Source: an optimization exercise on an open RTL-to-GDS flow (aim: small area, a short achievable clock period and few clock cycles). Production flows keep margins and buffers that such runs may drop. Where RTL was checked, it was by simulation tests only, not by an equivalence proof against the original. The RTL of run 6 was laid out without a check of its function. Power figures rest on the tool's default switching activity, not on a simulated workload.

**flow/run.sh**
```bash
#!/bin/bash
# synth_recipe.tcl (not shown) runs the flow's synth.tcl, then flattens the netlist and writes it again
# the make line also repeats each setting of config.mk as NAME=value (left out here)
make -C /OpenROAD-flow-scripts/flow DESIGN_CONFIG=/design/flow/config.mk WORK_HOME=/design/flow/orfs CLKGATE_MAP_FILE= SYNTH_SCRIPT=/design/flow/synth_recipe.tcl finish
```
**flow/config.mk**
```make
export PLATFORM = sky130hd
export DESIGN_NAME = processor
export DESIGN_NICKNAME = processor
export VERILOG_FILES = /design/flow/design.v
export SDC_FILE = /design/flow/constraint.sdc
export NUM_CORES = 4
export LEC_CHECK = 0
export CAP_MARGIN = 20
export CORE_MARGIN = 2
export CORE_UTILIZATION = 30
export PLACE_DENSITY = 0.4
export SLEW_MARGIN = 20
```
**flow/constraint.sdc**
```tcl
create_clock -name core_clock -period 14.0 [get_ports {i_clk}]
set_input_delay 2.8000 -clock core_clock [delete_from_list [all_inputs] [get_ports {i_clk}]]
set_output_delay 2.8000 -clock core_clock [all_outputs]
set_load 0.01 [all_outputs]
```
**flow/design.v**
```verilog
module regfile(
    input  logic        i_clk,
    input  logic        we,
    input  logic [4:0]  wa,
    input  logic [31:0] wd,
    input  logic [4:0]  ra1,
    input  logic [4:0]  ra2,
    output logic [31:0] rd1,
    output logic [31:0] rd2
);
logic [31:1][31:0] rf;
logic [31:0] wsel, sel1, sel2;
always_comb begin
    wsel = '0;
    sel1 = '0;
    sel2 = '0;
    wsel[wa]  = we;
    sel1[ra1] = 1'b1;
    sel2[ra2] = 1'b1;
end
genvar i;
generate
    for (i = 1; i < 32; i++) begin : g_r
        always_ff @(posedge i_clk) begin
            if (wsel[i]) rf[i] <= wd;
        end
    end
endgenerate
always_comb begin
    rd1 = '0;
    rd2 = '0;
    for (int k = 1; k < 32; k++) begin
        rd1 = rd1 | (rf[k] & {32{sel1[k]}});
        rd2 = rd2 | (rf[k] & {32{sel2[k]}});
    end
end
endmodule
module processor(
    input  logic        i_clk,
    input  logic        i_rst,
    output logic [31:0] o_mem_addr,
    output logic        o_mem_wen,
    output logic [31:0] o_mem_wdata,
    output logic [3:0]  o_mem_byte_en,
    input  logic [31:0] i_mem_rdata
);
logic [13:0] addr_q;
logic        wen_q;
logic [31:0] wdata_q;
logic [3:0]  be_q;
logic        s_fetch_q;      
logic        s_ep_q;         
logic [11:0] lf_q;           
logic        ep_q;           
logic        btb_v;
logic [11:0] btb_pc, btb_tgt;
logic        d_v_q;
logic [11:0] d_pc_q;
logic        d_ep_q;
logic        d_btb_q;        
logic        ld1_v, ld2_v;
logic [4:0]  ld1_rd, ld2_rd;
logic [2:0]  ld1_f3, ld2_f3;
logic [1:0]  ld1_lo, ld2_lo;
logic        e_v;
logic        e_ld, e_st, e_br, e_jal, e_jalr;
logic [2:0]  e_f3;
logic        e_sub, e_alt, e_wr;
logic        e_sadd, e_ssh, e_sslt, e_sxor, e_sor, e_sand, e_slink;
logic [4:0]  e_rd, e_rs1, e_rs2;
logic [31:0] e_a, e_b;
logic [11:0] e_pc4, e_tgt;     
logic        e_pred, e_ep, e_back;
assign o_mem_addr    = {18'd0, addr_q};
assign o_mem_wen     = wen_q;
assign o_mem_wdata   = wdata_q;
assign o_mem_byte_en = be_q;
logic [31:0] ldval;
logic [15:0] ld_h;
logic [7:0]  ld_b;
always_comb begin
    ld_h = ld2_lo[1] ? i_mem_rdata[31:16] : i_mem_rdata[15:0];
    ld_b = ld2_lo[0] ? ld_h[15:8] : ld_h[7:0];
    if (ld2_f3[1])      ldval = i_mem_rdata;
    else if (ld2_f3[0]) ldval = {{16{~ld2_f3[2] & ld_h[15]}}, ld_h};
    else                ldval = {{24{~ld2_f3[2] & ld_b[7]}}, ld_b};
end
logic wait_e, exec;
assign wait_e = e_v & (ld2_v | (ld1_v & (ld1_rd != 5'd0) &
                                ((e_rs1 == ld1_rd) | (e_rs2 == ld1_rd) |
                                 (e_wr & (e_rd == ld1_rd)))));
assign exec = e_v & ~wait_e;
logic [31:0] sum;
logic [13:0] asum;           
assign asum  = e_a[13:0] + {{2{e_tgt[11]}}, e_tgt};
logic        ltu, lt, eq, taken;
assign sum   = e_a + (e_sub ? ~e_b : e_b) + {31'd0, e_sub};
assign ltu   = e_a < e_b;
assign lt    = (e_a[31] ^ e_b[31]) ? e_a[31] : ltu;
assign eq    = (e_a == e_b);
assign taken = (e_f3[2] ? (e_f3[1] ? ltu : lt) : eq) ^ e_f3[0];
logic        sh_left, sh_fill;
logic [31:0] sh_src, sh_out, sh_res;
logic [32:0] sh_ext;
always_comb begin
    sh_left = ~e_f3[2];
    for (int k = 0; k < 32; k++) sh_src[k] = sh_left ? e_a[31-k] : e_a[k];
    sh_fill = e_alt & e_a[31] & ~sh_left;
    sh_ext  = $signed({sh_fill, sh_src}) >>> e_b[4:0];
    sh_out  = sh_ext[31:0];
    for (int k = 0; k < 32; k++) sh_res[k] = sh_left ? sh_out[31-k] : sh_out[k];
end
logic [31:0] res;
assign res = ({32{e_sadd}}  & sum)
           | ({32{e_ssh}}   & sh_res)
           | ({32{e_sslt}}  & {31'd0, e_f3[0] ? ltu : lt})
           | ({32{e_sxor}}  & (e_a ^ e_b))
           | ({32{e_sor}}   & (e_a | e_b))
           | ({32{e_sand}}  & (e_a & e_b))
           | ({32{e_slink}} & {18'd0, e_pc4, 2'b00});
logic [31:0] ir;
assign ir = i_mem_rdata;
logic [4:0] op;
logic d_jal, d_jalr, d_br, d_ld, d_st, d_opi, d_op, d_lui, d_auipc;
assign op      = ir[6:2];
assign d_jal   =  op[4] &  op[1];
assign d_jalr  =  op[4] & ~op[1] &  op[0];
assign d_br    =  op[4] & ~op[0];
assign d_ld    = ~op[4] & ~op[2] & ~op[3];
assign d_st    = ~op[4] & ~op[2] &  op[3];
assign d_opi   = ~op[4] &  op[2] & ~op[3] & ~op[0];
assign d_op    = ~op[4] &  op[2] &  op[3] & ~op[0];
assign d_lui   = ~op[4] &  op[2] &  op[3] &  op[0];
assign d_auipc = ~op[4] &  op[2] & ~op[3] &  op[0];
logic [4:0]  rs1, rs2, rd;
logic [2:0]  f3;
assign rs1 = ir[19:15];
assign rs2 = ir[24:20];
assign rd  = ir[11:7];
assign f3  = ir[14:12];
logic [31:0] imm_i, imm_s, imm_u, imm_b, imm_j, d_imm;
assign imm_i = {{20{ir[31]}}, ir[31:20]};
assign imm_s = {{20{ir[31]}}, ir[31:25], ir[11:7]};
assign imm_u = {ir[31:12], 12'd0};
assign imm_b = {{19{ir[31]}}, ir[31], ir[7], ir[30:25], ir[11:8], 1'b0};
assign imm_j = {{11{ir[31]}}, ir[31], ir[19:12], ir[20], ir[30:21], 1'b0};
assign d_imm = d_st ? imm_s : ((d_lui | d_auipc) ? imm_u : imm_i);
logic [11:0] d_tgt, d_pc4;
assign d_tgt = d_pc_q + (d_jal ? imm_j[13:2] : imm_b[13:2]);
assign d_pc4 = d_pc_q + 12'd1;
logic        rf_we;
logic [4:0]  rf_wa;
logic [31:0] rf_wd, rf_rd1, rf_rd2;
assign rf_we = ld2_v | (exec & e_wr);
assign rf_wa = ld2_v ? ld2_rd : e_rd;
assign rf_wd = ld2_v ? ldval : res;
regfile u_rf(
    .i_clk (i_clk),
    .we    (rf_we),
    .wa    (rf_wa),
    .wd    (rf_wd),
    .ra1   (rs1),
    .ra2   (rs2),
    .rd1   (rf_rd1),
    .rd2   (rf_rd2)
);
logic byp1, byp2, d_bimm;
logic [31:0] v1, v2, a_next, b_next;
assign byp1   = exec & e_wr & (e_rd == rs1);
assign byp2   = exec & e_wr & (e_rd == rs2);
assign v1     = byp1 ? res : rf_rd1;
assign v2     = byp2 ? res : rf_rd2;
assign d_bimm = ~(d_op | d_br | d_st);
assign b_next = d_bimm ? d_imm : v2;
always_comb begin
    a_next = v1;
    if (d_lui)   a_next = 32'd0;
    if (d_auipc) a_next = {18'd0, d_pc_q, 2'b00};
end
logic        d_old, redir, kill_d, kill_f;
logic [11:0] redir_pc;
assign d_old = d_v_q & (d_ep_q != e_ep);
always_comb begin
    redir    = 1'b0;
    redir_pc = e_tgt;
    kill_d   = 1'b0;
    kill_f   = 1'b0;
    if (exec) begin
        if (e_jalr) begin
            redir = 1'b1; redir_pc = asum[13:2]; kill_d = 1'b1; kill_f = 1'b1;
        end else if (e_br | e_jal) begin
            if (!e_pred) begin
                if (e_jal | taken) begin
                    redir = 1'b1; kill_d = 1'b1; kill_f = 1'b1;
                end
            end else if (e_jal | taken) begin
                kill_d = d_old;
            end else begin
                redir = 1'b1; kill_f = 1'b1; kill_d = ~d_old;
                redir_pc = d_old ? d_pc4 : e_pc4;
            end
        end
    end
end
logic d_adv, late_pred, drop, d_pred, e_mem;
assign d_adv     = d_v_q & ~kill_d & (~e_v | exec);
assign e_mem     = exec & (e_ld | e_st);
assign late_pred = wait_e & (e_br | e_jal) & ~e_pred;
assign drop      = wait_e & d_v_q;
assign d_pred    = d_adv & (d_br | d_jal) & ~d_btb_q & ~e_mem & ~redir;
logic btb_hit, btb_go;
assign btb_hit = s_fetch_q & btb_v & (addr_q[13:2] == btb_pc);
assign btb_go  = btb_hit & ~e_mem & ~redir & ~late_pred & ~drop & ~d_pred;
logic        n_kill, ep_n;
logic [11:0] n_pc, seq_pc;
assign seq_pc = lf_q + 12'd1;
always_comb begin
    n_pc   = seq_pc;
    n_kill = kill_f;
    ep_n   = ep_q;
    if (redir) begin
        n_pc = redir_pc;
    end else if (late_pred) begin
        n_pc = e_tgt; ep_n = ~ep_q; n_kill = d_v_q;
    end else if (drop) begin
        n_pc = d_pc_q; n_kill = 1'b1;
    end else if (d_pred) begin
        n_pc = d_tgt; ep_n = ~ep_q;
    end else if (btb_go) begin
        n_pc = btb_tgt; ep_n = ~ep_q;
    end
end
logic [31:0] st_data;
logic [3:0]  st_be;
always_comb begin
    case (e_f3[1:0])
        2'b00:   begin st_data = {4{e_b[7:0]}};  st_be = 4'b0001 << asum[1:0]; end
        2'b01:   begin st_data = {2{e_b[15:0]}}; st_be = asum[1] ? 4'b1100 : 4'b0011; end
        default: begin st_data = e_b;            st_be = 4'b1111; end
    endcase
end
always_ff @(posedge i_clk or negedge i_rst) begin
    if (~i_rst) begin
        addr_q    <= 14'd0;
        wen_q     <= 1'b0;
        s_fetch_q <= 1'b1;
        s_ep_q    <= 1'b0;
        lf_q      <= 12'd0;
        ep_q      <= 1'b0;
        d_v_q     <= 1'b0;
        ld1_v     <= 1'b0;
        ld2_v     <= 1'b0;
        e_v       <= 1'b0;
        btb_v     <= 1'b0;
        d_btb_q   <= 1'b0;
    end else begin
        d_btb_q   <= btb_go;
        if (exec & e_br & e_back & taken) btb_v <= 1'b1;
        addr_q    <= e_mem ? asum : {n_pc, 2'b00};
        wen_q     <= exec & e_st;
        s_fetch_q <= ~e_mem;
        s_ep_q    <= ep_n;
        if (~e_mem) lf_q <= n_pc;
        ep_q      <= ep_n;
        d_v_q     <= s_fetch_q & ~n_kill;
        ld1_v     <= exec & e_ld;
        ld2_v     <= ld1_v;
        if (~wait_e) e_v <= d_adv;
    end
end
always_ff @(posedge i_clk) begin
    wdata_q <= st_data;
    be_q    <= st_be;
    d_pc_q  <= addr_q[13:2];
    d_ep_q  <= s_ep_q;
    if (exec & e_br & e_back & taken) begin
        btb_pc  <= e_pc4 - 12'd1;
        btb_tgt <= e_tgt;
    end
    ld1_rd  <= e_rd;
    ld1_f3  <= e_f3;
    ld1_lo  <= asum[1:0];
    ld2_rd  <= ld1_rd;
    ld2_f3  <= ld1_f3;
    ld2_lo  <= ld1_lo;
    if (~wait_e) begin
        e_ld     <= d_ld;
        e_st     <= d_st;
        e_br     <= d_br;
        e_jal    <= d_jal;
        e_jalr   <= d_jalr;
        e_f3     <= f3;
        e_sub    <= d_op & (f3 == 3'b000) & ir[30];
        e_alt    <= ir[30];
        e_sadd   <= ((d_op | d_opi) & (f3 == 3'b000)) | d_lui | d_auipc;
        e_ssh    <= (d_op | d_opi) & (f3[1:0] == 2'b01);
        e_sslt   <= (d_op | d_opi) & (f3[2:1] == 2'b01);
        e_sxor   <= (d_op | d_opi) & (f3 == 3'b100);
        e_sor    <= (d_op | d_opi) & (f3 == 3'b110);
        e_sand   <= (d_op | d_opi) & (f3 == 3'b111);
        e_slink  <= d_jal | d_jalr;
        e_wr     <= (d_op | d_opi | d_lui | d_auipc | d_jal | d_jalr) & (rd != 5'd0);
        e_rd     <= rd;
        e_rs1    <= (d_lui | d_auipc | d_jal) ? 5'd0 : rs1;
        e_rs2    <= (d_op | d_st | d_br) ? rs2 : 5'd0;
        e_a      <= a_next;
        e_b      <= b_next;
        e_pc4    <= d_pc4;
        e_tgt    <= (d_ld | d_st | d_jalr) ? d_imm[11:0] : d_tgt;
        e_pred   <= d_pred | d_btb_q;
        e_ep     <= d_btb_q ? ~d_ep_q : ep_n;
        e_back   <= ir[31];
    end else begin
        if (late_pred) begin
            e_pred <= 1'b1;
            e_ep   <= ep_n;
        end
        if (ld2_v & (ld2_rd != 5'd0) & (e_rs1 == ld2_rd)) e_a <= ldval;
        if (ld2_v & (ld2_rd != 5'd0) & (e_rs2 == ld2_rd)) e_b <= ldval;
    end
end
endmodule
```
==> flow_summary_export.csv, run 1 <==
group,metric,value,unit
clock_tree,cts.clk_slew.worst_paths,0.04,ns
routing,num_vias,50280,
synth,synth-edff-count,1140,
sta,slew_headroom,14.55,%
placed_design,place_ws,6.169,ns
clock_tree,cts-buffers-inserted,146,
critical_path,worstSetupEndpointType,"flop",
routing,wirelength,299200,um
critical_path,r2r_start,"e_b[0]",
worst_hold_path,min_path_type,"flop to flop",
clock_tree,clock_latency,0.84,ns
sta,finalHoldViolCount,0,
clock_tree,ctsResizeCount,0,
routing,first_iter_violations,7628,
clock_tree,cts.path.max_buffers,3,
critical_path,cp_max_fo,32,
synth,synth_seq_cells,1244,
routing,dr.pass1.iters,9,
grt,overflow,0,
job,maxCapViolations,0,
sta,finClkSkew,0.08386,ns
power,p_seq_share,40.9,%
floorplan,fp-row-count,166,
clock_tree,clock-sinks,1244,
routing,post-route-drc-count,0,
critical_path,critPathRequiredTime,14.46,ns
floorplan,start_util,30.24,%
floorplan,die_area,210500,um^2
cells_and_area,multi_input_area,24740,um^2
synth,avgSynthCellArea,12.24,um^2
power,power_frac_clock,31.6,%
sta,fin_tns_setup,0,ns
grt,grt_pass1_vias,48510,
sta,rsz0062_at_grt,"false",
synth,syn_inst,5070,
floorplan,num_io_pins,103,
power,p_comb_share,27.6,%
synth,yosys_warnings,2,
clock_tree,post_cts_buffers,0,
floorplan,dieHeight,458.8,um
sta,fmax,140.3,MHz
floorplan,die_x,458.8,um
cells_and_area,fillerInstances,19980,
sta,setup_viol,0,
power,internal-power,8.177,mW
clock_tree,root_buffer,"clkbuf_16",
grt,track_usage,27.54,%
grt,grt_pass1_wl,405300,um
power,cellPowerDensity,174.5,nW/um^2
power,ir_drop,138.7,uV
power,p_leak,24.53,nW
sta,period_share,50.90,%
floorplan,coreArea,205200,um^2
sta,period_needed,7.126,ns
critical_path,startpoint,"i_mem_rdata[20]",
placed_design,place.gp.congestion,0.9164,
clock_tree,ctsHoldBuffers,0,
routing,wl_per_cell,37.48,um
run_status,status,"finished clean",
routing,ant_nets,0,
cells_and_area,fin_nets,5365,
placed_design,dp_hpwl,187200,um
critical_path,worstSetupPathType,"input pin to flop",
synth,synth-seq-area-share,58.80,%
power,swShare,35.28,%
clock_tree,cts_tree,"done",
clock_tree,h-tree-depth,4,
worst_hold_path,min_from,"ld1_f3[1]",
critical_path,cp-start-kind,"input pin",
cells_and_area,drive_above_1_share,12.74,%
critical_path,cp.arrival,7.58,ns
sta,tightest_slew,1.272,ns
synth,async_reset_ff_share,2.814,%
cells_and_area,ff_latch_area,36490,um^2
cells_and_area,synthToLayoutAreaGrowth,16.68,%
synth,synth_area,62060,um^2
synth,synth_ff_type,"edfxtp_1",
routing,via_per_inst,6.300,
grt,grt_max_degree,64,
power,p_sw,4.457,mW
sta,setup_ws,6.874,ns
placed_design,io_buffers,84,
synth,yosysUniqueCellTypes,92,
grt,grt_antenna_before_repair,16,
sta,drv_slew,0,
## cell families (layout without fill, tap and decap cells)
group | after synthesis | count (layout) | share of synthesized area [%]
other cells | 1 | 27 | 0.006042
mux | 163 | 163 | 3.373
simple gates | 1144 | 1144 | 8.850
flops | 1244 | 1244 | 58.80
compound gates | 1707 | 1707 | 20.21
fa+ha+maj | 164 | 164 | 3.343
buf+inv | 477 | 674 | 3.024
xor+xnor | 170 | 170 | 2.399
## Yosys cell counts (15+ instances only)
cell | instances | area [um^2]
a211o_1 | 19 | 166.4
o22ai_1 | 19 | 118.9
o211ai_1 | 32 | 240.2
a222oi_1 | 65 | 650.6
mux4_2 | 33 | 743.2
nor2b_1 | 19 | 118.9
buf_1 | 54 | 202.7
xnor2_1 | 67 | 586.8
a211oi_1 | 22 | 165.2
a22oi_1 | 724 | 5435
nand3_1 | 155 | 775.7
nor2_1 | 295 | 1107
dfrtp_1 | 34 | 850.8
o21ai_0 | 193 | 965.9
o21bai_1 | 18 | 135.1
and3_1 | 37 | 231.5
nand2_1 | 300 | 1126
mux2_2 | 39 | 439.2
nor4_1 | 37 | 231.5
a31oi_1 | 15 | 93.84
a221oi_1 | 123 | 1077
a22o_1 | 105 | 919.6
or4_1 | 19 | 142.6
dfxtp_1 | 69 | 1381
nand4_1 | 132 | 825.8
a21o_1 | 30 | 225.2
xor2_1 | 103 | 902.1
inv_1 | 121 | 454.2
buf_4 | 18 | 135.1
clkbuf_1 | 269 | 1010
a221o_1 | 23 | 230.2
a21oi_1 | 191 | 955.9
edfxtp_1 | 1140 | 34230
nor3_1 | 70 | 350.3
ha_1 | 161 | 2014
o221ai_1 | 15 | 131.4
mux2i_1 | 91 | 910.9
## flip-flops by register name, indices dropped and copies added (netlist names), 12 cells and up
| name | cells |
|---|---|
| wdata_q | 32 |
| u_rf.rf | 992 |
| addr_q | 14 |
| e_pc4 | 12 |
| d_pc_q | 12 |
| e_a | 32 |
| e_tgt | 12 |
| e_b | 32 |
| lf_q | 12 |
| btb_tgt | 12 |
| btb_pc | 12 |
## power by group through the flow
stage | registers [mW] | logic, mW | clock network (mW)
CTS | 5.15 | 3.43 | 4.06
finish | 5.16 | 3.48 | 3.99
global route | 5.18 | 3.72 | 4.20
global placement | 5.23 | 3.41 | 0
floorplan | 5.02 | 1.99 | 0
detailed placement | 5.23 | 3.41 | 0
## critical path: stages
cell	delay (ns)
clkdlybuf4s50_1	0.82
inv_1	0.17
ha_1	0.35
a32oi_1	0.26
a2bb2oi_2	0.78
nor2b_4	0.05
buf_4	0.37
a22o_1	0.27
a221oi_1	0.23
nand3_1	0.11
nor4_1	0.99
a221o_1	0.27
a21oi_1	0.05
## worst paths after layout
kind	to	slack, ns	depth (start not counted)
worst min register to register	ld2_f3[1]	0.33	0
worst max-delay path	e_b[18]	6.87	13
min in group asynchronous	addr_q[4]	2.15	1
max in group asynchronous	ld2_v	11.18	1
worst max register to register	u_rf.rf[668]	8.39	15
worst min-delay path	ld2_f3[1]	0.33	0
## per-stage QoR
| step | std cells | cell area (um^2) | hold WS [ns] | util [%] | total power [mW] |
|---|---|---|---|---|---|
| 2_1_floorplan | 5087 | 62130 | 0.3096 | - | 7.011 |
| 3_3_place_gp | 7707 | 67370 | 0.3124 | 32.83 | 8.641 |
| 3_5_place_dp | 7707 | 67380 | 0.3121 | 32.84 | 8.634 |
| 4_1_cts | 7972 | 72380 | 0.3317 | 35.27 | 12.64 |
| 5_1_grt | 7975 | 72400 | 0.3424 | 35.28 | 13.10 |
| 6_report | 7981 | 72420 | 0.3283 | 35.29 | 12.63 |
## final cells by class
class	count	share of cell area, %
Multi-Input combinational cell	3366	34.16
Timing Repair Buffer	283	3.217
Tap cell	2688	4.644
Sequential cell	1244	50.39
Clock inverter	85	1.531
Clock buffer	180	5.363
Antenna cell	9	0.03110
Inverter	126	0.6566
## metal layers
layer / GRT usage [%] / vias to the layer above / wire, um
li1: - / 20640 / -
met1: 35.60 / 25540 / 120300
met2: 43.79 / 3277 / 135800
met3: 6.582 / 826 / 28050
met4: 12.21 / 6 / 15020
met5: 0 / - / 41
## placed cells by master (no fill, tap or decap), drive strengths merged, types with 17 or more instances in the layout
| cell type | instances |
|---|---|
| a211o | 19 |
| a211oi | 23 |
| a21o | 30 |
| a21oi | 191 |
| a221o | 23 |
| a221oi | 123 |
| a222oi | 65 |
| a22o | 105 |
| a22oi | 724 |
| and3 | 37 |
| buf | 200 |
| bufinv | 17 |
| clkbuf | 180 |
| clkdlybuf4s50 | 83 |
| clkinv | 57 |
| conb | 18 |
| dfrtp | 34 |
| dfxtp | 69 |
| edfxtp | 1140 |
| ha | 161 |
| inv | 127 |
| mux2 | 39 |
| mux2i | 91 |
| mux4 | 33 |
| nand2 | 301 |
| nand3 | 155 |
| nand4 | 132 |
| nor2 | 295 |
| nor2b | 19 |
| nor3 | 72 |
| nor4 | 37 |
| o211ai | 32 |
| o21ai | 196 |
| o21bai | 18 |
| o22ai | 19 |
| or4 | 20 |
| xnor2 | 67 |
| xor2 | 103 |
Testbench counts, summed over its fixed seeds: cycles 83,611.
==> run 2: changes to the inputs <==
==> flow/flow/run.sh (new file) <==
#!/bin/bash
# Standard layout (the standard.sh, its synthesis and steps unchanged),
# with repair_timing asked for extra setup slack so that it works on the
# critical paths below the clock period, port buffers of a regular buffer
# cell, and a clock tree with larger sink clusters and no dummy loads.
# Clock and constraints are the standard flow's own.
set -euo pipefail
bash standard.sh SETUP_SLACK_MARGIN=8.0 TNS_END_PERCENT=100 \
  'BUFFER_PORTS_ARGS=-buffer_cell sky130_fd_sc_hd__buf_4' \
  'CTS_ARGS=-sink_clustering_enable -repair_clock_nets -dont_use_dummy_load -sink_clustering_size 24 -sink_clustering_max_diameter 80' \
  finish > standard_flow.log 2>&1
==> flow/standard.sh (new file) <==
#!/bin/bash
# synth_recipe.tcl (not shown) runs the flow's synth.tcl, then flattens the netlist and writes it again
# the make line also repeats each setting of config.mk as NAME=value (left out here)
make -C /OpenROAD-flow-scripts/flow DESIGN_CONFIG=/design/flow/config.mk WORK_HOME=/design/flow/orfs CLKGATE_MAP_FILE= SYNTH_SCRIPT=/design/flow/synth_recipe.tcl "${@:-finish}"
--- a/flow/config.mk
+++ b/flow/config.mk
@@ -7,6 +7,6 @@
 export LEC_CHECK = 0
-export CAP_MARGIN = 20
+export CAP_MARGIN = 30
 export CORE_MARGIN = 2
-export CORE_UTILIZATION = 30
-export PLACE_DENSITY = 0.4
-export SLEW_MARGIN = 20
+export CORE_UTILIZATION = 35
+export PLACE_DENSITY = 0.45
+export SLEW_MARGIN = 30
removed: flow/run.sh
==> run 2 against run 1 <==
Against the previous run:
- clock skew rose by 0.031 ns
- largest power group unchanged
- combinational power barely moved
- synthesized area did not move
- sequential share of layout area rose by 2.0 points
- synthesized cell count did not move
- via count rose by 0.11%
- sequential power barely moved
- critical endpoint is now e_b[23]
- critical path type unchanged
- power fell by 13%
- first-iteration DRC count rose by 12%
- worst hold slack got worse by 0.0091 ns
- worst setup slack improved by 1.1 ns
- still clean
- critical path depth rose by 1
==> flow_summary_export.csv, run 2 <==
group,metric,value,unit
synth,yosysUniqueCellTypes,92,
cells_and_area,final_common_cell,"edfxtp_1",
clock_tree,clock-sinks,1244,
cells_and_area,final_cell_mix,"edfxtp_1, a22oi_1, nand2_1, buf_4, nor2_1",
sta,tightest_slew,1.050,ns
synth,synth_commonest_cells,"edfxtp_1, a22oi_1, nand2_1, nor2_1, clkbuf_1",
cells_and_area,fin_area,69690,um^2
cells_and_area,multi_input_area,25100,um^2
power,cellPowerDensity,158.5,nW/um^2
grt,met3_usage,7.478,%
clock_tree,root_buffer,"clkbuf_16",
synth,synth-seq-area-share,58.80,%
routing,post-route-drc-count,0,
critical_path,reg2reg_slack,8.40,ns
floorplan,die_area,180700,um^2
critical_path,reg2reg_depth,12,
cells_and_area,drive_above_1_share,13.80,%
clock_tree,h-tree-depth,3,
grt,track_usage,31.44,%
synth,yosys_warnings,2,
routing,via_per_inst,6.725,
cells_and_area,largest_register,"u_rf.rf",
sta,setup_viol,0,
floorplan,start_util,35.24,%
synth,synthTopCellsByArea,"edfxtp_1, a22oi_1, ha_1",
worst_hold_path,min_path_type,"flop to flop",
clock_tree,clock_latency,0.78,ns
floorplan,fp-row-count,154,
grt,top_usage_layer,"met2",
sta,period_needed,6.058,ns
floorplan,die_x,425.1,um
placed_design,io_buffers,84,
critical_path,cp_max_fo,32,
synth,synth_top_area_share,55.16,%
grt,grt_pass1_vias,47830,
power,ir_drop,99.12,uV
routing,first_iter_violations,8573,
placed_design,place.gp.congestion,0.9349,
routing,dr.pass1.iters,11,
grt,use_met2,49.62,%
cells_and_area,fin_nets,5338,
sta,slew_headroom,29.46,%
routing,wirelength,293300,um
placed_design,post_dp_cell_area,66780,um^2
routing,num_vias,50340,
floorplan,dieHeight,425.1,um
run_status,status,"finished clean",
sta,drv_slew,0,
job,maxCapViolations,0,
worst_hold_path,min_from,"ld1_f3[1]",
worst_hold_path,hold-path-endpoint,"ld2_f3[1]",
synth,synth.most_common_cell,"edfxtp_1",
critical_path,cp.arrival,6.58,ns
sta,period_share,43.27,%
grt,overflow,0,
grt,grt_pass1_wl,397500,um
routing,wl_per_cell,39.19,um
grt,grt_use_met1,40.50,%
synth,synth_seq_cells,1244,
clock_tree,cts-buffers-inserted,87,
grt,grt_max_degree,87,
sta,fin_tns_setup,0,ns
clock_tree,cts.clk_slew.worst_paths,0.10,ns
clock_tree,cts.path.max_buffers,3,
critical_path,r2r_start,"e_a[16]",
critical_path,worstSetupPathType,"input pin to flop",
grt,grt_antenna_before_repair,15,
critical_path,worstSetupEndpointType,"flop",
synth,synth_ff_type,"edfxtp_1",
critical_path,startpoint,"i_mem_rdata[21]",
critical_path,worstReg2RegEnd,"lf_q[11]",
sta,rsz0062_at_grt,"true",
sta,finalHoldViolCount,0,
worst_hold_path,whs_path_depth,0,
synth,async_reset_ff_share,2.814,%
placed_design,dp_hpwl,183800,um
synth,synth_top_area_cell,"edfxtp_1",
floorplan,coreArea,176100,um^2
floorplan,num_io_pins,103,
synth,synth_area,62060,um^2
cells_and_area,fillerInstances,16670,
sta,finClkSkew,0.1149,ns
cells_and_area,synthToLayoutAreaGrowth,12.28,%
cells_and_area,ff_latch_area,36490,um^2
routing,ant_nets,0,
sta,fmax,165.1,MHz
cells_and_area,largest_reg_flops,992,
critical_path,critPathRequiredTime,14.52,ns
synth,syn_inst,5070,
critical_path,cp-start-kind,"input pin",
power,p_leak,23.59,nW
synth,synth-edff-count,1140,
synth,avgSynthCellArea,12.24,um^2
clock_tree,cts_tree,"done",
run 2: what timing repair did:
| item | in CTS | in global routing |
|---|---|---|
| resized for setup | 22 | 55 |
| hold buffers | 0 | 0 |
| pin swaps | 4 | 16 |
| setup buffers | 5 | 29 |
| endpoints found under the setup margin | 44 | 65 |
| cloned | 0 | 1 |
run 2: per-layer routing:
metal | vias up | part of all wire (%)
li1 | 20470 | -
met1 | 25310 | 38
met2 | 3704 | 45
met3 | 844 | 11
met4 | 12 | 5.6
met5 | - | 0.025
run 2: critical path, cell delays in order:
cell	delay, ns
buf_4	0.17
inv_1	0.16
ha_4	0.19
nor2_1	0.04
mux2_2	0.32
a32oi_4	0.31
buf_4	0.26
nor2_4	0.05
buf_4	0.36
a22oi_1	0.29
nand4_1	0.39
or4_1	0.84
a21oi_1	0.24
o21ai_0	0.10
run 2: kinds of logic (layout without fill, tap and decap cells):
family / Yosys count / count (layout) / synth area share [%]
AND/OR/NAND/NOR: 1144 / 1145 / 8.850
other: 1 / 25 / 0.006042
flip-flops: 1244 / 1244 / 58.80
multiplexers: 163 / 163 / 3.373
AO/OA/AOI/OAI: 1707 / 1707 / 20.21
XOR/XNOR: 170 / 170 / 2.399
adder cells (fa/ha/maj): 164 / 164 / 3.343
buffers and inverters: 477 / 527 / 3.024
run 2: through the flow:
step                      hold WS, ns  worst slack [ns]  utilization [%]  power, mW  std cells
after floorplan                0.3096             8.012                -      7.015       5087
after global placement         0.3176             6.316            37.84      8.596       7347
after detailed placement       0.3196             6.817            37.92      8.612       7353
after CTS                      0.3206             7.938            39.26      10.97       7445
after global routing           0.3421             7.912            39.56      11.42       7478
final                          0.3192             7.942            39.57      11.04       7485
run 2: area by class of cell:
class	instances	share of cell area [%]
multi-input cells	3367	36.02
repair buffers	314	3.575
inverters	126	0.6859
clock buffers	87	3.124
diodes	7	0.02514
well taps	2340	4.201
flip-flops and latches	1244	52.37
run 2: power by group:
| part | total [mW] | leakage, nW | switching, mW | internal, mW |
|---|---|---|---|---|
| logic | 3.50 | 10.8 | 2.35 | 1.16 |
| registers | 5.18 | 11.7 | 0.468 | 4.71 |
| clock network | 2.36 | 1.07 | 1.27 | 1.09 |
run 2: worst max path at each step:
stage               to  slack [ns]  cells after the start
2_1_floorplan  e_b[22]        8.01                     16
3_3_place_gp   e_b[10]        6.32                     14
3_5_place_dp   e_b[31]        6.82                     14
4_1_cts        e_b[31]        7.94                     16
5_1_grt         e_b[3]        7.91                     16
6_report       e_b[23]        7.94                     14
==> run 3: changes to the inputs <==
--- a/flow/flow/run.sh
+++ b/flow/flow/run.sh
@@ -7,3 +7,3 @@
 set -euo pipefail
-bash standard.sh SETUP_SLACK_MARGIN=8.0 TNS_END_PERCENT=100 \
+bash standard.sh SETUP_SLACK_MARGIN=9 TNS_END_PERCENT=100 \
   'BUFFER_PORTS_ARGS=-buffer_cell sky130_fd_sc_hd__buf_4' \
==> run 3 against run 2 <==
Against the previous run:
- synthesized area unchanged
- first-iteration DRC count up 26%
- sequential cell count unchanged
- power up 5.5%
- clock power up 2%
- clock skew up 0.0085 ns
- sequential share of layout area down 6.0 points
- final area up 13%
- fmax up 8.1%
- count of clock-buffer cells in the layout up 2
- worst hold slack worse by 0.049 ns
- via count up 8.7%
- largest power group unchanged
- still clean on timing, DRC and antenna
==> flow_summary_export.csv, run 3 <==
group,metric,value,unit
critical_path,cp_max_fo,7,
sta,rsz0062_at_grt,"true",
critical_path,worstSetupPathType,"input pin to flop",
sta,period_needed,5.604,ns
routing,dr.pass1.iters,10,
routing,num_vias,54730,
critical_path,r2r_start,"e_a[8]",
critical_path,cp_slowest_cell,"nand4_1",
run_status,status,"finished clean",
sta,fin_tns_setup,0,ns
synth,synth_commonest_cells,"edfxtp_1, a22oi_1, nand2_1, nor2_1, clkbuf_1",
synth,synthTopCellsByArea,"edfxtp_1, a22oi_1, ha_1",
grt,grt_max_degree,75,
grt,grt_pass1_wl,438500,um
clock_tree,cts-buffers-inserted,89,
synth,yosysUniqueCellTypes,92,
routing,wl_per_cell,41.82,um
critical_path,cp-start-kind,"input pin",
floorplan,dieHeight,425.1,um
cells_and_area,final_common_cell,"edfxtp_1",
floorplan,coreArea,176100,um^2
power,p_comb_share,34.7,%
cells_and_area,fillerInstances,16010,
critical_path,critPathRequiredTime,14.47,ns
cells_and_area,largest_register,"u_rf.rf",
critical_path,worstSetupEndpointType,"flop",
synth,syn_inst,5070,
sta,fmax,178.4,MHz
synth,synth-seq-area-share,58.80,%
synth,avgSynthCellArea,12.24,um^2
sta,finClkSkew,0.1233,ns
placed_design,post_dp_cell_area,67350,um^2
synth,synth_ff_type,"edfxtp_1",
power,p_leak,27.57,nW
synth,synth_seq_cells,1244,
clock_tree,ctsHoldBuffers,0,
cells_and_area,fin_area,78780,um^2
floorplan,fp-row-count,154,
power,p_sw,4.398,mW
synth,synth_top_area_cell,"edfxtp_1",
cells_and_area,final_cell_mix,"edfxtp_1, a22oi_1, buf_4, nand2_1, nor2_1",
floorplan,die_x,425.1,um
sta,tightest_slew,1.074,ns
clock_tree,h-tree-depth,3,
grt,grt_pass1_vias,51140,
power,p_seq_share,44.6,%
grt,track_usage,35.15,%
critical_path,critPathBufInv,8,
floorplan,die_area,180700,um^2
worst_hold_path,min_from,"ld1_lo[0]",
sta,finalHoldViolCount,0,
sta,slew_headroom,28.39,%
power,cellPowerDensity,147.8,nW/um^2
clock_tree,cts.clk_slew.worst_paths,0.09,ns
synth,synth_area,62060,um^2
critical_path,crit_top_cell,"buf_12",
cells_and_area,largest_reg_flops,992,
floorplan,num_io_pins,103,
placed_design,dp_hpwl,188700,um
sta,period_share,40.03,%
routing,first_iter_violations,10780,
synth,synth.most_common_cell,"edfxtp_1",
power,swShare,37.76,%
synth,synth-edff-count,1140,
grt,grt_antenna_before_repair,9,
job,maxCapViolations,0,
clock_tree,clock-sinks,1244,
sta,drv_slew,0,
placed_design,place.gp.congestion,0.9616,
cells_and_area,fin_nets,5770,
power,power_frac_clock,20.7,%
clock_tree,clock_latency,0.80,ns
critical_path,cp.arrival,6.07,ns
synth,async_reset_ff_share,2.814,%
synth,synth_top_area_share,55.16,%
routing,post-route-drc-count,0,
floorplan,start_util,35.24,%
routing,wirelength,331100,um
critical_path,crit_chain,"buf_12 > clkinv_8 > ha_4 > nor2_2 > mux2_4 > a32oi_4 > buf_12 > buf_6 > buf_6 > nor2_4 > buf_4 > buf_12 > buf_8 > a222oi_1 > nand4_1 > nor3_4 > a211oi_2 > a221o_1",
placed_design,dp_cells,7349,
routing,ant_nets,0,
sta,setup_viol,0,
synth,yosys_warnings,2,
clock_tree,cts_tree,"done",
routing,via_per_inst,6.912,
clock_tree,root_buffer,"clkbuf_16",
clock_tree,cts.path.max_buffers,3,
grt,overflow,0,
power,ir_drop,107.4,uV
cells_and_area,drive_above_1_share,26.70,%
cells_and_area,synthToLayoutAreaGrowth,26.93,%
placed_design,io_buffers,84,
critical_path,crit_family,"buffers and inverters",
power,internal-power,7.249,mW
power,power.total,11.65,mW
critical_path,startpoint,"i_mem_rdata[20]",
critical_path,crit_path_max_incr_delay,0.45,ns
worst_hold_path,min_path_type,"flop to flop",
cells_and_area,final_cells,7918,
[run 3: cells by family (layout without fill, tap and decap cells)]
group,after synthesis,count (layout),synth area share (%)
adder cells (fa/ha/maj),164,164,3.343
XOR/XNOR,170,170,2.399
AND/OR/NAND/NOR,1144,1144,8.850
AO/OA/AOI/OAI,1707,1711,20.21
other,1,26,0.006042
flip-flops,1244,1244,58.80
buffers and inverters,477,956,3.024
multiplexers,163,163,3.373
[run 3: final cells by class]
class | instances | area (um^2) | area share [%]
diodes | 8 | 20.02 | 0.02541
clock buffers | 89 | 2227 | 2.827
inverters | 126 | 531.8 | 0.6750
multi-input cells | 3370 | 27700 | 35.16
flip-flops and latches | 1244 | 36490 | 46.32
well taps | 2340 | 2928 | 3.717
repair buffers | 741 | 8881 | 11.27
[run 3: worst register-to-register path: cells and delay by family, from the launching register on]
family / cells / cell delay (ns)
compound gates: 4 / 1.29
flops: 1 / 0.86
simple gates: 6 / 1.79
buf+inv: 2 / 0.30
mux: 1 / 0.13
fa+ha+maj: 1 / 0.34
[run 3: timing repair]
item,in CTS,in global routing
resized for setup,661,211
endpoints found under the setup margin,390,531
setup buffers,272,141
pin swaps,347,268
cloned,49,9
[run 3: through the flow]
stage                     setup slack, ns  hold slack (ns)  util (%)
after detailed placement            6.808           0.3121     38.24
final                               8.396           0.2703     44.73
after global routing                8.406           0.2753     44.72
after floorplan                     8.442           0.3096         -
after CTS                           8.613           0.2665     43.34
after global placement              6.144           0.3119     38.09
[run 3: power groups by stage]
stage | logic, mW | clock network [mW] | registers, mW
finish | 4.04 | 2.41 | 5.20
global route | 4.24 | 2.55 | 5.21
CTS | 3.80 | 2.43 | 5.19
detailed placement | 3.49 | 0 | 5.28
global placement | 3.44 | 0 | 5.29
floorplan | 2.07 | 0 | 5.01
[run 3: path summary, 6_finish.rpt]
path	end	slack (ns)	depth (start not counted)
max	e_b[6]	8.40	18
min	ld2_lo[0]	0.27	0
max reg2reg	lf_q[4]	9.15	14
min reg2reg	ld2_lo[0]	0.27	0
max in group asynchronous	ld2_v	11.49	1
min in group asynchronous	lf_q[8]	2.02	1
[run 3: routing by layer]
layer | track usage, % | vias to the layer above | part of all wire (%)
li1 | - | 21400 | -
met1 | 43.94 | 27400 | 36
met2 | 52.87 | 4753 | 43
met3 | 9.400 | 1178 | 12
met4 | 24.47 | 0 | 8.5
met5 | 0.6614 | - | 0
==> run 4: changes to the inputs <==
--- a/flow/flow/run.sh
+++ b/flow/flow/run.sh
@@ -7,3 +7,3 @@
 set -euo pipefail
-bash standard.sh SETUP_SLACK_MARGIN=9 TNS_END_PERCENT=100 \
+bash standard.sh SETUP_SLACK_MARGIN=8.5 TNS_END_PERCENT=100 \
   'BUFFER_PORTS_ARGS=-buffer_cell sky130_fd_sc_hd__buf_4' \
--- a/flow/config.mk
+++ b/flow/config.mk
@@ -7,2 +7,3 @@
 export LEC_CHECK = 0
+export ABC_AREA = 1
 export CAP_MARGIN = 30
==> run 4 against run 3 <==
Against the previous run:
- utilization is 3.0 points lower
- combinational power grew 21%
- global-route usage is 2.0 points higher
- non-clock buffer count decreased by 229
- register-to-register slack lost 0.20 ns
- critical endpoint is now e_b[23]
- largest power group unchanged
==> flow_summary_export.csv, run 4 <==
group,metric,value,unit
run_status,status,"finished clean",
synth,synth_top_area_cell,"edfxtp_1",
worst_hold_path,min_path_type,"flop to flop",
synth,async_reset_ff_share,2.814,%
synth,synth_area,63900,um^2
power,ir_drop,98.07,uV
floorplan,die_area,186000,um^2
sta,period_needed,5.704,ns
critical_path,cp_slowest_cell,"nor2_1",
synth,synthTopCellsByArea,"edfxtp_1, nand2_1, inv_1",
floorplan,fp-row-count,156,
floorplan,start_util,35.28,%
routing,ant_nets,0,
sta,tightest_slew,1.117,ns
synth,synth.most_common_cell,"nand2_1",
power,power_frac_clock,19.2,%
routing,via_per_inst,6.463,
sta,finalHoldViolCount,0,
power,p_seq_share,43.3,%
placed_design,dp_cells,8747,
critical_path,worstSetupPathType,"input pin to flop",
critical_path,crit_top_cell,"nand2_1",
critical_path,crit_chain,"buf_4 > clkinvlp_4 > a31oi_1 > nand2_1 > nor2_1 > nand3_1 > buf_6 > inv_6 > buf_12 > nand2_1 > o211ai_1 > a221oi_4 > o2111ai_2 > nor4_2 > nand4_1 > o211ai_1 > nand2_1 > nand2_1 > nand2_1",
floorplan,die_x,431.3,um
sta,setup_viol,0,
sta,fin_tns_setup,0,ns
critical_path,cp_max_fo,15,
critical_path,cp.arrival,6.29,ns
sta,drv_slew,0,
sta,finClkSkew,0.1260,ns
power,swShare,41.73,%
placed_design,io_buffers,84,
synth,synth-edff-count,1140,
clock_tree,cts_tree,"done",
clock_tree,ctsHoldBuffers,0,
cells_and_area,synthToLayoutAreaGrowth,18.27,%
clock_tree,cts.path.max_buffers,3,
critical_path,cp-start-kind,"input pin",
sta,period_share,40.74,%
critical_path,critPathRequiredTime,14.59,ns
clock_tree,clock-sinks,1244,
floorplan,coreArea,181100,um^2
critical_path,reg2reg_slack,8.95,ns
grt,grt_max_degree,99,
power,p_comb_share,37.5,%
power,internal-power,7.586,mW
grt,overflow,0,
cells_and_area,post-route-util,41.72,%
placed_design,post_dp_cell_area,68150,um^2
grt,track_usage,37.19,%
synth,yosysUniqueCellTypes,77,
routing,first_iter_violations,10230,
power,power.total,13.02,mW
clock_tree,h-tree-depth,3,
floorplan,dieHeight,431.3,um
routing,post-route-drc-count,0,
cells_and_area,final_common_cell,"nand2_1",
cells_and_area,fin_area,75580,um^2
job,maxCapViolations,0,
placed_design,place.gp.congestion,0.9937,
synth,synth_ff_type,"edfxtp_1",
floorplan,num_io_pins,103,
power,p_sw,5.433,mW
routing,wirelength,358500,um
routing,dr.pass1.iters,7,
synth,synth_top_area_share,53.57,%
cells_and_area,drive_above_1_share,15.75,%
synth,synth_seq_cells,1244,
critical_path,worstSetupEndpointType,"flop",
clock_tree,root_buffer,"clkbuf_16",
grt,grt_pass1_vias,53750,
grt,grt_pass1_wl,469700,um
routing,wl_per_cell,39.48,um
cells_and_area,largest_register,"u_rf.rf",
synth,synth-seq-area-share,57.11,%
cells_and_area,fin_nets,6887,
power,cellPowerDensity,172.3,nW/um^2
clock_tree,clock_latency,0.82,ns
synth,avgSynthCellArea,10.02,um^2
power,p_leak,28.93,nW
sta,fmax,175.3,MHz
sta,slew_headroom,25.53,%
synth,syn_inst,6377,
synth,synth_commonest_cells,"nand2_1, edfxtp_1, inv_1, o21ai_0, nor2_1",
cells_and_area,final_cells,9081,
critical_path,crit_path_max_incr_delay,0.42,ns
synth,yosys_warnings,2,
routing,num_vias,58690,
cells_and_area,largest_reg_flops,992,
cells_and_area,final_cell_mix,"nand2_1, edfxtp_1, inv_1, o21ai_0, buf_4",
cells_and_area,fillerInstances,17550,
clock_tree,cts-buffers-inserted,92,
placed_design,dp_hpwl,225900,um
grt,grt_antenna_before_repair,24,
sta,rsz0062_at_grt,"true",
clock_tree,cts.clk_slew.worst_paths,0.08,ns
## run 4: changes by cell type after synthesis, moves of 61 or more
cell	delta
nand2_1	+1077
a22oi_1	-703
inv_1	+571
o21ai_0	+309
a221oi_1	+147
o22ai_1	+146
clkbuf_1	-86
a22o_1	-77
a222oi_1	-65
o2111ai_1	+61
## run 4: cell families after synthesis
family / Yosys count / synth area share [%]
AOI/OAI and AO/OA: 1593 / 16.35
xor gates and xnor gates: 127 / 1.817
adders and majority gates: 164 / 3.246
buffers and inverters: 1062 / 6.599
DFF: 1244 / 57.11
muxes: 39 / 0.6109
other: 1 / 0.005868
and+or+nand+nor: 2147 / 14.26
## run 4: path summary, 6_finish.rpt
check / from / endpoint / cells after the start
min in group asynchronous: i_rst / addr_q[4] / 1
min: ld1_f3[0] / ld2_f3[0] / 0
max: i_mem_rdata[24] / e_b[23] / 19
max reg2reg: ld2_v / u_rf.rf[814] / 12
max in group asynchronous: i_rst / ld1_v / 1
min reg2reg: ld1_f3[0] / ld2_f3[0] / 0
## run 4: final cells by class
cell class / instances / area (um^2) / area share [%]
sequential: 1244 / 36490 / 48.28
multi-input combinational: 4088 / 25460 / 33.69
timing repair buffer: 512 / 5172 / 6.844
inverter: 750 / 3120 / 4.129
tap: 2370 / 2965 / 3.924
clock buffer: 92 / 2302 / 3.046
antenna: 24 / 60.06 / 0.07946
timing repair inverter: 1 / 6.256 / 0.008278
## run 4: power groups by stage
stage / sequential [mW] / clock, mW / combinational, mW
after floorplan: 5.48 / 0 / 2.59
after global placement: 5.71 / 0 / 4.56
after detailed placement: 5.69 / 0 / 4.58
after CTS: 5.62 / 2.51 / 4.69
after global routing: 5.65 / 2.60 / 5.22
final: 5.63 / 2.50 / 4.89
## run 4: metal layers
| metal | up-vias | track usage [%] | part of all wire, % |
|---|---|---|---|
| met5 | - | 0 | 0.018 |
| met4 | 10 | 24.54 | 8.4 |
| met3 | 1391 | 12.32 | 13 |
| met2 | 5059 | 55.04 | 42 |
| met1 | 28640 | 46.28 | 37 |
| li1 | 23590 | - | - |
## run 4: repair_timing
action                     4_1_cts  5_1_grt
gates resized for setup        459      249
pin swaps                       70      108
gates cloned                     3        4
setup endpoints to repair       68       67
setup buffers                  112       99
## run 4: metrics by stage
| stage | worst slack (ns) | hold WS [ns] |
|---|---|---|
| floorplan | 8.585 | 0.3096 |
| global placement | 6.047 | 0.3106 |
| detailed placement | 5.887 | 0.3121 |
| CTS | 8.451 | 0.3245 |
| global route | 8.263 | 0.3289 |
| finish | 8.296 | 0.3262 |
## run 4: worst max-delay path: cells and delay by family
kind                   cells  cell delay (ns)
and+or+nand+nor            9             1.52
buffers and inverters      5             1.12
AOI/OAI and AO/OA          5             0.79
==> run 5: changes to the inputs <==
--- a/flow/config.mk
+++ b/flow/config.mk
@@ -7,3 +7,2 @@
 export LEC_CHECK = 0
-export ABC_AREA = 1
 export CAP_MARGIN = 30
==> run 5 against run 4 <==
Against the previous run:
- still clean
- routed wire length decreased by 17%
- count of clock-buffer cells in the layout decreased by 8
- combinational power decreased by 27%
- sequential cell count unchanged
- largest cell class unchanged
- largest power group unchanged
==> flow_summary_export.csv, run 5 <==
group,metric,value,unit
clock_tree,clock_latency,0.78,ns
power,p_sw,4.117,mW
floorplan,num_io_pins,103,
synth,avgSynthCellArea,12.24,um^2
sta,finClkSkew,0.09933,ns
grt,grt_antenna_before_repair,14,
power,power_frac_clock,20.9,%
power,ir_drop,96.64,uV
cells_and_area,largest_reg_flops,992,
clock_tree,h-tree-depth,3,
clock_tree,cts.clk_slew.worst_paths,0.08,ns
clock_tree,root_buffer,"clkbuf_16",
synth,synth_seq_cells,1244,
clock_tree,cts_tree,"done",
cells_and_area,final_cells,7528,
synth,synth_area,62060,um^2
sta,tightest_slew,1.115,ns
critical_path,critPathRequiredTime,14.49,ns
power,power.total,11.09,mW
placed_design,io_buffers,84,
sta,finalHoldViolCount,0,
critical_path,cp.arrival,6.14,ns
grt,grt_max_degree,82,
cells_and_area,ff_latch_area,36490,um^2
sta,setup_viol,0,
synth,synth-edff-count,1140,
sta,drv_slew,0,
run_status,status,"finished clean",
grt,track_usage,31.89,%
synth,synthTopCellsByArea,"edfxtp_1, a22oi_1, ha_1",
floorplan,dieHeight,425.1,um
floorplan,die_x,425.1,um
routing,wirelength,298000,um
clock_tree,cts.path.max_buffers,3,
cells_and_area,final_common_cell,"edfxtp_1",
sta,period_share,40.36,%
sta,period_needed,5.650,ns
synth,synth_top_area_cell,"edfxtp_1",
synth,async_reset_ff_share,2.814,%
sta,fmax,177.0,MHz
routing,num_vias,51170,
power,swShare,37.12,%
routing,first_iter_violations,8796,
clock_tree,cts-buffers-inserted,84,
cells_and_area,drive_above_1_share,15.99,%
power,cellPowerDensity,155.8,nW/um^2
synth,synth_top_area_share,55.16,%
synth,yosysUniqueCellTypes,92,
grt,grt_pass1_wl,403000,um
sta,fin_tns_setup,0,ns
floorplan,coreArea,176100,um^2
clock_tree,clock-sinks,1244,
power,internal-power,6.975,mW
placed_design,post_dp_cell_area,67020,um^2
grt,grt_pass1_vias,48950,
critical_path,cp-start-kind,"input pin",
routing,ant_nets,0,
sta,whs,0.3273,ns
placed_design,dp_cells,7362,
sta,slew_headroom,24.71,%
critical_path,cp_max_fo,32,
routing,post-route-drc-count,0,
synth,synth.most_common_cell,"edfxtp_1",
synth,synth-seq-area-share,58.80,%
floorplan,fp-row-count,154,
power,p_comb_share,32.3,%
power,p_leak,24.18,nW
floorplan,start_util,35.24,%
routing,wl_per_cell,39.58,um
cells_and_area,multi_input_area,25630,um^2
placed_design,dp_hpwl,187800,um
critical_path,worstSetupEndpointType,"flop",
routing,dr.pass1.iters,10,
clock_tree,ctsHoldBuffers,0,
cells_and_area,synthToLayoutAreaGrowth,14.70,%
cells_and_area,largest_register,"u_rf.rf",
critical_path,worstSetupPathType,"input pin to flop",
floorplan,die_area,180700,um^2
power,p_seq_share,46.8,%
cells_and_area,fillerInstances,16550,
synth,syn_inst,5070,
cells_and_area,final_cell_mix,"edfxtp_1, a22oi_1, nand2_1, buf_4, nor2_1",
cells_and_area,fin_nets,5384,
worst_hold_path,min_path_type,"flop to flop",
synth,synth_commonest_cells,"edfxtp_1, a22oi_1, nand2_1, nor2_1, clkbuf_1",
sta,rsz0062_at_grt,"true",
job,maxCapViolations,0,
synth,synth_ff_type,"edfxtp_1",
grt,overflow,0,
routing,via_per_inst,6.798,
cells_and_area,fin_area,71190,um^2
placed_design,place.gp.congestion,0.9606,
synth,yosys_warnings,2,
[run 5: kinds of logic after synthesis]
| family | count (synthesis) | synth area share, % |
|---|---|---|
| AOI/OAI and AO/OA | 1707 | 20.21 |
| xor gates and xnor gates | 170 | 2.399 |
| adders and majority gates | 164 | 3.343 |
| buffers and inverters | 477 | 3.024 |
| DFF | 1244 | 58.80 |
| muxes | 163 | 3.373 |
| other | 1 | 0.006042 |
| and+or+nand+nor | 1144 | 8.850 |
[run 5: worst max-delay path: stages]
cell       delay, ns
buf_12          0.13
or2_2           0.32
a32oi_1         0.29
a2bb2oi_4       0.22
buf_4           0.15
nor2_4          0.03
buf_6           0.25
a22o_1          0.29
a221oi_1        0.30
nand3_1         0.19
nor4_2          0.28
nand4_1         0.46
nand3_1         0.25
nand3_1         0.14
[run 5: final cells by class]
class / instances / share of cell area (%)
well taps: 2340 / 4.113
diodes: 4 / 0.01406
multi-input cells: 3366 / 36.00
repair buffers: 364 / 4.939
clock buffers: 84 / 2.953
flip-flops and latches: 1244 / 51.26
inverters: 126 / 0.7206
[run 5: power by group through the flow]
stage / Clock, mW / Combinational [mW] / Sequential (mW)
3_3_place_gp: 0 / 3.36 / 5.26
3_5_place_dp: 0 / 3.39 / 5.26
6_report: 2.32 / 3.58 / 5.19
5_1_grt: 2.48 / 3.80 / 5.21
4_1_cts: 2.35 / 3.44 / 5.18
2_1_floorplan: 0 / 2.02 / 5.01
[run 5: repair_timing]
| action | CTS | global route |
|---|---|---|
| setup buffers | 30 | 40 |
| setup endpoints to repair | 90 | 139 |
| gates cloned | 1 | 5 |
| pin swaps | 26 | 45 |
| resized for setup | 139 | 138 |
[run 5: path summary, 6_finish.rpt]
| kind | start | to | slack, ns | cells past startpoint |
|---|---|---|---|---|
| setup / recovery | i_mem_rdata[20] | e_b[8] | 8.35 | 14 |
| hold / removal | ld1_f3[1] | ld2_f3[1] | 0.33 | 0 |
| setup reg to reg | e_a[16] | addr_q[8] | 8.57 | 13 |
| hold reg to reg | ld1_f3[1] | ld2_f3[1] | 0.33 | 0 |
| max in group asynchronous | i_rst | ld2_v | 11.49 | 1 |
| min in group asynchronous | i_rst | addr_q[10] | 2.03 | 1 |
[run 5: through the flow]
stage                     setup slack, ns  util (%)
after floorplan                     8.442         -
after global placement              6.554     37.95
after detailed placement            6.956     38.05
after CTS                           8.424     39.79
after global routing                8.382     40.42
final                               8.350     40.42
[run 5: layer usage]
| metal | share of wire (%) | vias to the layer above | global-route usage, % |
|---|---|---|---|
| met5 | 0.014 | - | 0 |
| met4 | 7.0 | 6 | 18.54 |
| met3 | 10 | 942 | 7.053 |
| met2 | 45 | 3880 | 50.07 |
| met1 | 38 | 25790 | 40.50 |
| li1 | - | 20560 | - |
==> run 6: changes to the inputs <==
--- a/flow/design.v
+++ b/flow/design.v
@@ -67,6 +67,6 @@
 logic [2:0]  e_f3;
-logic        e_sub, e_alt, e_wr;
+logic        e_sub, e_alt, e_wr, e_bimm;
 logic        e_sadd, e_ssh, e_sslt, e_sxor, e_sor, e_sand, e_slink;
 logic [4:0]  e_rd, e_rs1, e_rs2;
-logic [31:0] e_a, e_b;
+logic [31:0] e_a, e_b, e_imm;
 logic [11:0] e_pc4, e_tgt;     
@@ -92,3 +92,4 @@
 assign exec = e_v & ~wait_e;
-logic [31:0] sum;
+logic [31:0] opb, sum;
+assign opb   = e_bimm ? e_imm : e_b;
 logic [13:0] asum;           
@@ -96,5 +97,5 @@
 logic        ltu, lt, eq, taken;
-assign sum   = e_a + (e_sub ? ~e_b : e_b) + {31'd0, e_sub};
-assign ltu   = e_a < e_b;
-assign lt    = (e_a[31] ^ e_b[31]) ? e_a[31] : ltu;
+assign sum   = e_a + (e_sub ? ~opb : opb) + {31'd0, e_sub};
+assign ltu   = e_a < opb;
+assign lt    = (e_a[31] ^ opb[31]) ? e_a[31] : ltu;
 assign eq    = (e_a == e_b);
@@ -108,3 +109,3 @@
     sh_fill = e_alt & e_a[31] & ~sh_left;
-    sh_ext  = $signed({sh_fill, sh_src}) >>> e_b[4:0];
+    sh_ext  = $signed({sh_fill, sh_src}) >>> opb[4:0];
     sh_out  = sh_ext[31:0];
@@ -116,5 +117,5 @@
            | ({32{e_sslt}}  & {31'd0, e_f3[0] ? ltu : lt})
-           | ({32{e_sxor}}  & (e_a ^ e_b))
-           | ({32{e_sor}}   & (e_a | e_b))
-           | ({32{e_sand}}  & (e_a & e_b))
+           | ({32{e_sxor}}  & (e_a ^ opb))
+           | ({32{e_sor}}   & (e_a | opb))
+           | ({32{e_sand}}  & (e_a & opb))
            | ({32{e_slink}} & {18'd0, e_pc4, 2'b00});
@@ -147,4 +148,6 @@
 assign d_imm = d_st ? imm_s : ((d_lui | d_auipc) ? imm_u : imm_i);
-logic [11:0] d_tgt, d_pc4;
-assign d_tgt = d_pc_q + (d_jal ? imm_j[13:2] : imm_b[13:2]);
+logic [11:0] d_tgt, d_tgt_b, d_tgt_j, d_pc4;
+assign d_tgt_b = d_pc_q + imm_b[13:2];
+assign d_tgt_j = d_pc_q + imm_j[13:2];
+assign d_tgt   = d_jal ? d_tgt_j : d_tgt_b;
 assign d_pc4 = d_pc_q + 12'd1;
@@ -166,4 +169,4 @@
 );
-logic byp1, byp2, d_bimm;
-logic [31:0] v1, v2, a_next, b_next;
+logic byp1, byp2;
+logic [31:0] v1, v2, a_next;
 assign byp1   = exec & e_wr & (e_rd == rs1);
@@ -172,4 +175,2 @@
 assign v2     = byp2 ? res : rf_rd2;
-assign d_bimm = ~(d_op | d_br | d_st);
-assign b_next = d_bimm ? d_imm : v2;
 always_comb begin
@@ -306,3 +307,5 @@
         e_a      <= a_next;
-        e_b      <= b_next;
+        e_b      <= v2;
+        e_imm    <= d_imm;
+        e_bimm   <= ~(d_op | d_br | d_st);
         e_pc4    <= d_pc4;
==> run 6 against run 5 <==
Against the previous run:
- fmax grew 1.7%
- clock skew grew 0.051 ns
- critical path type unchanged
- largest power group unchanged
- via count hardly changed
- sequential cell count increased by 32
- cell count rose by 0.17%
- worst setup slack improved by 0.094 ns
- still clean
- first-iteration DRC count rose by 5.9%
==> flow_summary_export.csv, run 6 <==
group,metric,value,unit
clock_tree,cts.path.max_buffers,3,
placed_design,dp_hpwl,182700,um
sta,setup_viol,0,
grt,grt_pass1_wl,403400,um
critical_path,critPathBufInv,3,
routing,wl_per_cell,39.71,um
clock_tree,cts.clk_slew.worst_paths,0.09,ns
critical_path,cp.arrival,5.95,ns
clock_tree,clock_latency,0.79,ns
floorplan,start_util,35.17,%
run_status,status,"finished clean",
routing,first_iter_violations,9312,
grt,use_met2,49.43,%
routing,post-route-drc-count,0,
placed_design,io_buffers,84,
critical_path,crit_top_cell,"buf_4",
synth,syn_inst,5090,
routing,dr.pass1.iters,9,
synth,synth_area,63420,um^2
critical_path,cp_max_fo,32,
critical_path,crit_family,"compound AO/OA/AOI/OAI gates",
critical_path,cp-start-kind,"input pin",
grt,overflow,0,
floorplan,coreArea,180400,um^2
sta,setup_ws,8.444,ns
routing,ant_nets,0,
grt,grt_max_degree,50,
power,cellPowerDensity,197.3,nW/um^2
clock_tree,h-tree-depth,3,
critical_path,worstSetupPathType,"input pin to flop",
sta,finClkSkew,0.1499,ns
critical_path,reg2reg_depth,13,
cells_and_area,final_common_cell,"edfxtp_1",
cells_and_area,synthToLayoutAreaGrowth,13.45,%
floorplan,die_area,184600,um^2
synth,synth_ff_type,"edfxtp_1",
floorplan,fp-row-count,156,
sta,fin_tns_setup,0,ns
synth,async_reset_ff_share,2.743,%
synth,synth_commonest_cells,"edfxtp_1, a22oi_1, nor2_1, clkbuf_1, nand2_1",
cells_and_area,fillerInstances,16970,
worst_hold_path,hold-path-endpoint,"ld2_lo[1]",
floorplan,die_x,429.7,um
synth,synth-seq-area-share,59.05,%
grt,top_usage_layer,"met2",
sta,slew_headroom,28.56,%
grt,grt_pass1_vias,48760,
critical_path,worstSetupEndpointType,"flop",
power,power.total,14.20,mW
placed_design,place.gp.congestion,0.9308,
clock_tree,root_buffer,"clkbuf_16",
critical_path,crit_cells,12,
cells_and_area,drive_above_1_share,14.92,%
critical_path,crit_path_max_incr_delay,0.56,ns
synth,synth_top_area_cell,"edfxtp_1",
sta,tightest_slew,1.072,ns
critical_path,worstReg2RegEnd,"addr_q[4]",
synth,synth.most_common_cell,"edfxtp_1",
clock_tree,clock-sinks,1276,
worst_hold_path,whs_path_depth,0,
cells_and_area,fin_nets,5367,
clock_tree,cts-buffers-inserted,84,
job,maxCapViolations,0,
clock_tree,cts_tree,"done",
grt,grt_use_met1,40.48,%
sta,period_needed,5.556,ns
sta,period_share,39.69,%
cells_and_area,largest_register,"u_rf.rf",
critical_path,r2r_start,"e_b[4]",
grt,met3_usage,6.937,%
worst_hold_path,min_path_type,"flop to flop",
sta,finalHoldViolCount,0,
sta,rsz0062_at_grt,"true",
placed_design,place_ws,7.042,ns
synth,yosysUniqueCellTypes,94,
synth,synth-edff-count,1172,
critical_path,crit_chain,"buf_4 > nor3_4 > mux2i_1 > mux2_4 > buf_4 > nor2_4 > buf_12 > a22o_1 > a221oi_1 > nand4_1 > o41ai_4 > a22oi_1",
routing,wirelength,299400,um
synth,synth_seq_cells,1276,
sta,fmax,180.0,MHz
cells_and_area,largest_reg_flops,992,
synth,synthTopCellsByArea,"edfxtp_1, a22oi_1, ha_1",
grt,track_usage,31.15,%
synth,synth_top_area_share,55.49,%
synth,yosys_warnings,2,
floorplan,dieHeight,429.7,um
critical_path,cp_slowest_cell,"o41ai_4",
synth,avgSynthCellArea,12.46,um^2
floorplan,num_io_pins,103,
power,p_leak,24.13,nW
routing,num_vias,51170,
grt,grt_antenna_before_repair,15,
sta,drv_slew,0,
cells_and_area,final_cell_mix,"edfxtp_1, a22oi_1, buf_4, nand2_1, nor2_1",
power,ir_drop,109.4,uV
worst_hold_path,min_from,"ld1_lo[1]",
routing,via_per_inst,6.785,
critical_path,critPathRequiredTime,14.39,ns
critical_path,reg2reg_slack,8.68,ns
run 6: cell types whose count changed after synthesis, sizes merged, moves of 13 or more:
cell | previous run | this run
xnor2 | 67 | 126
a21oi | 191 | 168
a221oi | 123 | 137
mux2i | 91 | 137
xor2 | 103 | 68
edfxtp | 1140 | 1172
nand2 | 301 | 248
a22o | 105 | 125
nand4 | 132 | 163
nand3 | 155 | 134
a22oi | 724 | 697
mux2 | 39 | 52
run 6: routing by layer:
layer	wire (um)	vias up	share of wire [%]
met5	51	-	0.017
met4	17310	6	5.8
met3	31270	887	10
met2	135400	3863	45
met1	115400	25830	39
li1	-	20590	-
run 6: logic make-up (layout without fill, tap and decap cells):
| family | Yosys count | in the layout | share of synthesized area (%) |
|---|---|---|---|
| simple gates | 1081 | 1081 | 8.252 |
| mux | 223 | 223 | 4.299 |
| fa+ha+maj | 164 | 164 | 3.271 |
| compound gates | 1674 | 1674 | 19.47 |
| buf+inv | 477 | 537 | 2.975 |
| flops | 1276 | 1276 | 59.05 |
| other cells | 1 | 22 | 0.005913 |
| xor+xnor | 194 | 194 | 2.679 |
run 6: worst max-delay path by stage:
stage	endpoint	slack (ns)	from
6_report	e_b[22]	8.44	i_mem_rdata[22]
3_5_place_dp	e_a[16]	7.04	i_mem_rdata[15]
5_1_grt	e_a[26]	8.43	i_mem_rdata[16]
2_1_floorplan	e_a[20]	8.50	i_mem_rdata[16]
3_3_place_gp	e_b[16]	7.00	i_mem_rdata[20]
4_1_cts	e_b[27]	8.47	i_mem_rdata[20]
run 6: metrics by stage:
stage	cell area, um^2	hold WS [ns]	instances	util, %
2_1_floorplan	63690	0.3096	5107	-
3_3_place_gp	68010	0.3127	7379	37.71
3_5_place_dp	68080	0.3164	7380	37.75
4_1_cts	70980	0.2932	7496	39.36
5_1_grt	71940	0.2966	7537	39.89
6_report	71950	0.2927	7541	39.89
run 6: what timing repair did:
action	4_1_cts	5_1_grt
setup buffers	32	31
resized for setup	105	125
gates cloned	0	5
pin swaps	18	35
endpoints found under the setup margin	502	339
hold buffers	0	0
run 6: power by group:
| part | internal, mW | leakage (nW) | switching (mW) |
|---|---|---|---|
| Clock | 1.06 | 1.04 | 1.27 |
| Combinational | 1.86 | 11.1 | 3.91 |
| Sequential | 5.44 | 12.0 | 0.657 |
| Total | 8.36 | 24.1 | 5.84 |
run 6: layout make-up:
| cell class | count | area (um^2) | share of cell area [%] |
|---|---|---|---|
| antenna | 4 | 10.01 | 0.01391 |
| clock buffer | 84 | 2102 | 2.921 |
| inverter | 129 | 505.5 | 0.7025 |
| multi-input combinational | 3354 | 25900 | 36.00 |
| sequential | 1276 | 37450 | 52.05 |
| tap | 2370 | 2965 | 4.121 |
| timing repair buffer | 324 | 3009 | 4.182 |

afterwards: timing with drivers on the ports:
In the flow no input, the clock included, has a driving cell. The finished layouts below were timed again as built, in two steps.
Step 1 (the two cells are an assumption about what drives the block):
set clk [get_ports {i_clk}]
set_driving_cell -lib_cell sky130_fd_sc_hd__clkbuf_16 $clk
set_driving_cell -lib_cell sky130_fd_sc_hd__buf_2 [delete_from_list [all_inputs] $clk]
Step 2 moves the port delays by t, midway between the first and last clock arrival at a register: inputs arrive t later, outputs are due t later. That takes back most of the time a late clock gives input paths.
Slacks: ideal / step 1 / step 2; pairs: ideal / step 1.
run | shift t [ns] | setup slack, ns | hold slack, ns | clock arrival spread, ns | worst data-port slew with drivers (ns)
run 1 | 0.886 | 6.874 / 6.909 / 6.023 | 0.328 / 0.328 / 0.328 | 0.084 / 0.084 | 0.11
run 2 | 0.808 | 7.942 / 8.003 / 7.195 | 0.319 / 0.319 / 0.319 | 0.119 / 0.118 | 0.12
run 3 | 0.822 | 8.396 / 8.327 / 7.505 | 0.270 / 0.270 / 0.270 | 0.124 / 0.124 | 0.28
run 4 | 0.843 | 8.296 / 8.343 / 7.500 | 0.326 / 0.326 / 0.326 | 0.138 / 0.138 | 0.14
run 5 | 0.821 | 8.350 / 8.391 / 7.570 | 0.327 / 0.327 / 0.327 | 0.100 / 0.099 | 0.14
run 6 | 0.816 | 8.444 / 8.513 / 7.697 | 0.293 / 0.293 / 0.293 | 0.150 / 0.150 | 0.12
After both steps setup and hold are still met in every run listed. The setup slack of run 3, which loses most, moves by -0.069 ns with the drivers and by -0.891 ns with both steps.
